From an optimization exercise on the open Yosys and OpenROAD flow, aimed at small area; shortcuts taken in it are not production practice.
Only simulation tests tie the RTL to the original design; equivalence was not proved.
Power figures rest on the tool's default switching activity, not on a simulated workload.

[design/flow/config.mk]
export PLATFORM = sky130hd
export DESIGN_NAME = exec_core
export DESIGN_NICKNAME = exec_core
export VERILOG_FILES = /design/flow/design.v
export SDC_FILE = /design/flow/constraint.sdc
export NUM_CORES = 4
export LEC_CHECK = 0
export CAP_MARGIN = 20
export CORE_MARGIN = 2
export CORE_UTILIZATION = 40
export PLACE_DENSITY = 0.6
export SLEW_MARGIN = 20
[design/flow/constraint.sdc]
create_clock -name core_clock -period 7.0 [get_ports {clk}]
set_input_delay 1.4000 -clock core_clock [delete_from_list [all_inputs] [get_ports {clk}]]
set_output_delay 1.4000 -clock core_clock [all_outputs]
set_load 0.01 [all_outputs]
[design/flow/design.v]
`timescale 1ns/1ps
package alu_pkg;
    typedef enum logic [3:0] {
        ALU_ADD = 4'b0000,
        ALU_SUB = 4'b0001,
        ALU_AND = 4'b0010,  
        ALU_ORR = 4'b0011,  
        ALU_EOR = 4'b0100,  
        ALU_LSL = 4'b0101,  
        ALU_LSR = 4'b0110,  
        ALU_ASR = 4'b0111   
    } alu_op_t;
    typedef struct packed {
        logic n;   
        logic z;   
        logic c;   
        logic v;   
    } alu_flags_t;
endpackage
`timescale 1ns/1ps
module Alu #()
(
    input  alu_pkg::alu_op_t     alu_opcode ,
    input  logic [31:0] data_in1   ,
    input  logic [31:0] data_in2   ,
    output logic[31:0]  data_out   ,
    output alu_pkg::alu_flags_t flags_out
);
    logic [32:0] result;
    always_comb begin : ALU_Execution
        unique case (alu_opcode)
            alu_pkg::ALU_ADD: begin
                result = {1'b0, data_in1} + {1'b0, data_in2};   
            end
            alu_pkg::ALU_SUB: begin
                result =  {1'b0, data_in1} - {1'b0, data_in2};  
            end
            alu_pkg::ALU_AND: begin
                result = {1'b0, data_in1} & {1'b0, data_in2};
            end
            alu_pkg::ALU_ORR: begin
                result = {1'b0, data_in1} | {1'b0, data_in2};
            end
            alu_pkg::ALU_EOR: begin
                result = {1'b0, data_in1} ^ {1'b0, data_in2};
            end
            alu_pkg::ALU_LSR: begin
                result = {1'b0, data_in1 >> data_in2[4:0]};
            end
            alu_pkg::ALU_LSL: begin
                result = {1'b0, data_in1} << data_in2[4:0];
            end
            alu_pkg::ALU_ASR: begin
                result = {1'b0, $signed(data_in1) >>> data_in2[4:0]};  
            end
            default: begin
                result = 33'b0;
            end
        endcase
    end
    always_comb begin : ALU_Flag_Assignment
        flags_out.n = result[31];  
        flags_out.z = (result[31:0] == 32'h0);  
        unique case (alu_opcode)
            alu_pkg::ALU_ADD: begin
                flags_out.c = result[32];   
                flags_out.v = (data_in1[31] == data_in2[31]) && (result[31] != data_in1[31]);
            end
            alu_pkg::ALU_SUB: begin
                flags_out.c = ~result[32];   
                flags_out.v = (data_in1[31] != data_in2[31]) && (result[31] != data_in1[31]);
            end
            alu_pkg::ALU_LSL: begin
                flags_out.c = result[32];
                flags_out.v = 1'b0;
            end
            alu_pkg::ALU_LSR, alu_pkg::ALU_ASR: begin  
                flags_out.c = (data_in2[4:0] != 0) ? data_in1[data_in2[4:0] - 1] : 1'b0;  
                flags_out.v = 1'b0;
            end
            default: begin
                flags_out.c = 1'b0;
                flags_out.v = 1'b0;
            end
        endcase
    end
    assign data_out = result[31:0];  
endmodule
`timescale 1ns/1ps
module register_file #()
(
    input  logic        clk,
    input  logic        rst_n,
    input  logic [3:0]  read_addr1,
    input  logic [3:0]  read_addr2,
    output logic [31:0] read_data1,
    output logic [31:0] read_data2,
    input  logic [3:0]  write_addr,
    input  logic [31:0] write_data,
    input  logic        write_en
);
logic [31:0] registers [16];  
integer  i;
    always_ff @( posedge clk ) begin : register_file_rst
        if (!rst_n) begin
            for ( i =  0;  i < 12; i++ ) begin
                registers[i] <= 32'b0;
            end
        end
        if(write_en) begin
            registers[write_addr] <= write_data;
        end
    end
    always_comb begin : read_registers
        read_data1 = registers[read_addr1];
        read_data2 = registers[read_addr2];
    end
endmodule
`timescale 1ns/1ps
module xPSR #()
(
    input  logic              clk,
    input  alu_pkg::alu_flags_t    flags_in,
    input  logic          write_en,
    input  logic [1:0]   read_addr,
    output logic [31:0]  read_data
);
logic [31:0] apsr;  
logic [31:0] ipsr;  
logic [31:0] epsr;  
assign ipsr = 32'b0;
assign epsr = 32'b0;
    always_ff @( posedge clk ) begin : APSR_write
        if (write_en) begin
            apsr <= {flags_in, apsr[27:0]};  
        end
    end
    always_comb begin : read_port
        case (read_addr)
            2'd0:    read_data = {apsr[31:28], 28'b0};  
            2'd1:    read_data = ipsr;
            2'd2:    read_data = epsr;
            default: read_data = 32'b0;
        endcase
    end
endmodule
`timescale 1ns/1ps
module exec_core
(
    input  logic        clk,
    input  logic        rst_n,
    input  logic [3:0]  rs1,
    input  logic [3:0]  rs2,
    input  logic [3:0]  rd,
    input  logic [3:0]  alu_op,
    input  logic        use_imm,
    input  logic [31:0] imm,
    input  logic        reg_we,
    input  logic        flags_we,
    input  logic [1:0]  psr_addr,
    output logic [31:0] result,
    output logic [31:0] psr_rdata
);
    logic [31:0] rdata1, rdata2, op2, alu_out;
    alu_pkg::alu_flags_t  alu_flags;
    register_file u_regs (
        .clk        (clk),
        .rst_n      (rst_n),
        .read_addr1 (rs1),
        .read_addr2 (rs2),
        .read_data1 (rdata1),
        .read_data2 (rdata2),
        .write_addr (rd),
        .write_data (alu_out),
        .write_en   (reg_we)
    );
    assign op2 = use_imm ? imm : rdata2;
    Alu u_alu (
        .alu_opcode (alu_pkg::alu_op_t'(alu_op)),
        .data_in1   (rdata1),
        .data_in2   (op2),
        .data_out   (alu_out),
        .flags_out  (alu_flags)
    );
    xPSR u_psr (
        .clk       (clk),
        .flags_in  (alu_flags),
        .write_en  (flags_we),
        .read_addr (psr_addr),
        .read_data (psr_rdata)
    );
    always_ff @(posedge clk) begin : result_reg
        if (!rst_n) result <= 32'b0;
        else        result <= alu_out;
    end
endmodule
[design/flow/run.sh]
#!/bin/bash
# synth_recipe.tcl (not shown) runs the flow's synth.tcl, then flattens the netlist and writes it again
# the make line also repeats each setting of config.mk as NAME=value (left out here)
make -C /OpenROAD-flow-scripts/flow DESIGN_CONFIG=/design/flow/config.mk WORK_HOME=/design/flow/orfs CLKGATE_MAP_FILE= SYNTH_SCRIPT=/design/flow/synth_recipe.tcl finish
==> results.txt <==
WHS Endpoint - u_psr.apsr[29]
cells after synthesis - 2828
detailed-route wire length per cell - 31.00 microns
R2R cell count - 25
Async S/R FF share, synth - 0
share of power burned in registers - 0.388
Worst Hold Path Cells - 7
Hold Slack - 1.536 ns
crit end category - flop
#FFs+latches synth - 548
max-cap viol count - 0
cts hold-fix bufs - 0
hold crit path type - flop to flop
Ys Warns - 4
area delta synth->final - 19.66%
die extent in x - 300.0 microns
die area - 90020 sq um
die height - 300.0 microns
fin crit share - 0.9773
reg2reg end - u_psr.apsr[30]
Peak VDD IR - 0.1794 mV
combinational power share - 0.318
syn_area_per_cell - 12.40 sq um
max frequency - 0.1462 GHz
Placer Congestion - 1.029
DRT Pass-1 Iters - 6
Initial Util - 0.4041
total wire length - 135900 microns
clock transition at the registers of the reported paths - 0.07 ns
r2r setup slk - 0.86 ns
Filler Cells Inserted - 7676
RSZ-0062 raised after global routing - true
Power per Cell Area - 234.8 nW/um^2
count of final max-slew check failures - 0
number of global-route vias before repair - 28.11k
Slew headroom - 0.2838
Leak Pwr - 0.01596 uW
Port-buffer cells - 90
status - timing/DRC/antenna clean
number of flip-flops in the largest register - 512
antenna viol nets, final - 0
Cell variety after synth - 88
row cnt - 108
startpoint types - primary input
register area share after synthesis - 0.4603
worst-path fanout max - 15
Clock Skews - 0.02941 ns
main flop type after synthesis - edfxtp_1
initial antenna violation count - 7
fraction of layout instances using a drive strength above 1 - 0.2978
H-Tree Depth - 2
Clock Path Buffers - 3
CP arrival - 7.30 ns
core area - 86750 sq um
Pint - 6677 uW
clock root cell - clkbuf_16
Sw Share - 0.3220
first-pass GRT wire length - 195100 microns
Post-Route Setup TNS - 0 ns
hpwl dp - 94820 microns
Synth Cell Area - 35050 sq um
# setup viols final - 0
fin nets - 3346
hold wc startpoint - u_regs.registers[11][31]
number of synthesized flops with an enable pin - 516
worst skew pair latency - 0.61 ns
Initial DRC Count - 3642
Via density - 6.284
CP peak stage delay - 0.57 ns
Net Sw Power - 3171 uW
IO Count - 119
vias post-DR - 27.55k
endpoints failing hold - 0
clock sink total - 548
clock share of power - 0.294
worst-margin pin slew - 1.044 ns
CTS Buf Count - 52
Worst R2R Start - u_regs.registers[15][7]
Slowest-stage cell, CP - mux4_2
grt total ovfl - 0
drt drc - 0
total global-route track usage - 0.2989
Critical Path RT - 7.46 ns
CTS tree - yes
min Tclk post-route - 6.841 ns
largest net degree at the start of global routing - 65
WS Path Type - primary input to flop
==> stage by stage <==
step	power (uW)	setup slack, ns	std cells	area [sq um]	utilization
after global routing	10160	-0.06668	4383	41940	0.4835
after detailed placement	6922	-1.130	4273	39960	0.4607
final	9847	0.1590	4384	41950	0.4835
after global placement	6891	-1.122	4273	39960	0.4607
after floorplan	5586	-0.3462	2855	35520	-
after CTS	9796	0.005829	4371	41720	0.4809
==> final cells by class <==
| type | instances | area (sq um) | area share |
|---|---|---|---|
| antenna | 2 | 5.005 | 0.0001193 |
| clock buffer | 61 | 1366 | 0.03257 |
| clock inverter | 36 | 356.6 | 0.008501 |
| inverter | 109 | 414.1 | 0.009873 |
| multi-input combinational | 1939 | 17730 | 0.4227 |
| sequential | 548 | 16140 | 0.3847 |
| tap | 1155 | 1445 | 0.03445 |
| timing repair buffer | 534 | 4493 | 0.1071 |
==> logic make-up after synthesis <==
kind of cell,after synthesis,synth area share
DFF,548,0.4603
and+or+nand+nor,829,0.1002
adders and majority gates,107,0.03841
other,1,0.0001070
xor gates and xnor gates,57,0.01424
buffers and inverters,368,0.04862
muxes,533,0.2650
AOI/OAI and AO/OA,385,0.07321
==> worst max-delay path, delay by kind of cell <==
| family | cells | cell delay, ns |
|---|---|---|
| muxes | 4 | 1.47 |
| xor gates and xnor gates | 1 | 0.08 |
| adders and majority gates | 1 | 0.36 |
| and+or+nand+nor | 8 | 1.46 |
| buffers and inverters | 4 | 0.67 |
| AOI/OAI and AO/OA | 9 | 1.81 |
==> worst max path at each step <==
stage | start | depth (start not counted) | slack (ns) | end
2_1_floorplan | rs2[1] | 28 | -0.35 | u_psr.apsr[30]
6_report | rs2[0] | 27 | 0.16 | u_psr.apsr[30]
4_1_cts | rs2[0] | 25 | 0.006 | u_psr.apsr[30]
3_3_place_gp | rs2[0] | 21 | -1.12 | u_psr.apsr[30]
5_1_grt | rs2[0] | 27 | -0.07 | u_psr.apsr[30]
3_5_place_dp | rs2[0] | 21 | -1.13 | u_psr.apsr[30]
==> cells in the mapped netlist (20+ instances only) <==
library cell,n,area share
mux4_2,312,0.20
dfxtp_1,32,0.018
xnor2_1,49,0.012
a221oi_1,25,0.0062
a31oi_1,28,0.0050
nand2_1,153,0.016
inv_1,105,0.011
mux2i_1,206,0.059
o21ai_0,74,0.011
buf_1,30,0.0032
buf_4,41,0.0088
ha_1,106,0.038
edfxtp_1,516,0.44
a21oi_1,93,0.013
buf_2,31,0.0044
nand3_1,39,0.0056
nor3_1,20,0.0029
nor2_1,513,0.055
clkbuf_1,140,0.015
==> routing by layer <==
| metal | track usage | vias up | routed length [microns] |
|---|---|---|---|
| met5 | 0 | - | 29 |
| met4 | 0.1358 | 4 | 6615 |
| li1 | - | 11450 | - |
| met2 | 0.4903 | 1670 | 65300 |
| met1 | 0.3945 | 14130 | 51580 |
| met3 | 0.04343 | 301 | 12370 |
==> power groups by stage <==
stage	Combinational [uW]	Clock, uW	Sequential (uW)
floorplan	1720	0	3870
global placement	3020	0	3870
detailed placement	3040	0	3880
CTS	3060	2920	3820
global route	3290	3040	3830
finish	3130	2900	3820
==> placed cells by master, fill, tap and decap left out, drive strengths merged, types with 94 or more instances in the layout <==
master / netlist / routed
nor2: 513 / 513
buf: 119 / 451
a21oi: 94 / 94
ha: 106 / 106
nand2: 153 / 153
inv: 108 / 111
edfxtp: 516 / 516
mux2i: 211 / 211
mux4: 312 / 312
==> timing repair <==
action / 4_1_cts / 5_1_grt
setup endpoints to repair: 123 / 104
buffers inserted: 1 / 11
pin swaps: 1 / 10
gates resized for setup: 6 / 30

## separate check: timing with driven ports
How much do the figures lean on ideal ports? The routed layout below was timed once more, with nothing changed but the port constraints.
Step 1, drivers: a clkbuf_16 drives clk and a buf_2 each remaining input, both assumed.
Step 2 times the ports against the registers' clock, not the clock port: input delays grow and output delays shrink by t, the midpoint of the rising clock arrivals with the driver on.
Slacks: ideal ports / drivers / drivers and shift; pairs: ideal ports / drivers.
t (ns): 0.661
slack for setup (ns): 0.159 / 0.104 / -0.556
hold WS [ns]: 1.536 / 1.536 / 1.536
latest minus earliest clock arrival (ns): 0.029 / 0.029
worst register clock-pin slew, ns: 0.07 / 0.07
With both steps, setup timing fails in this run, where it was met with ideal ports. For this run, drivers alone change the setup slack by -0.055 ns; drivers and shift together by -0.715 ns.
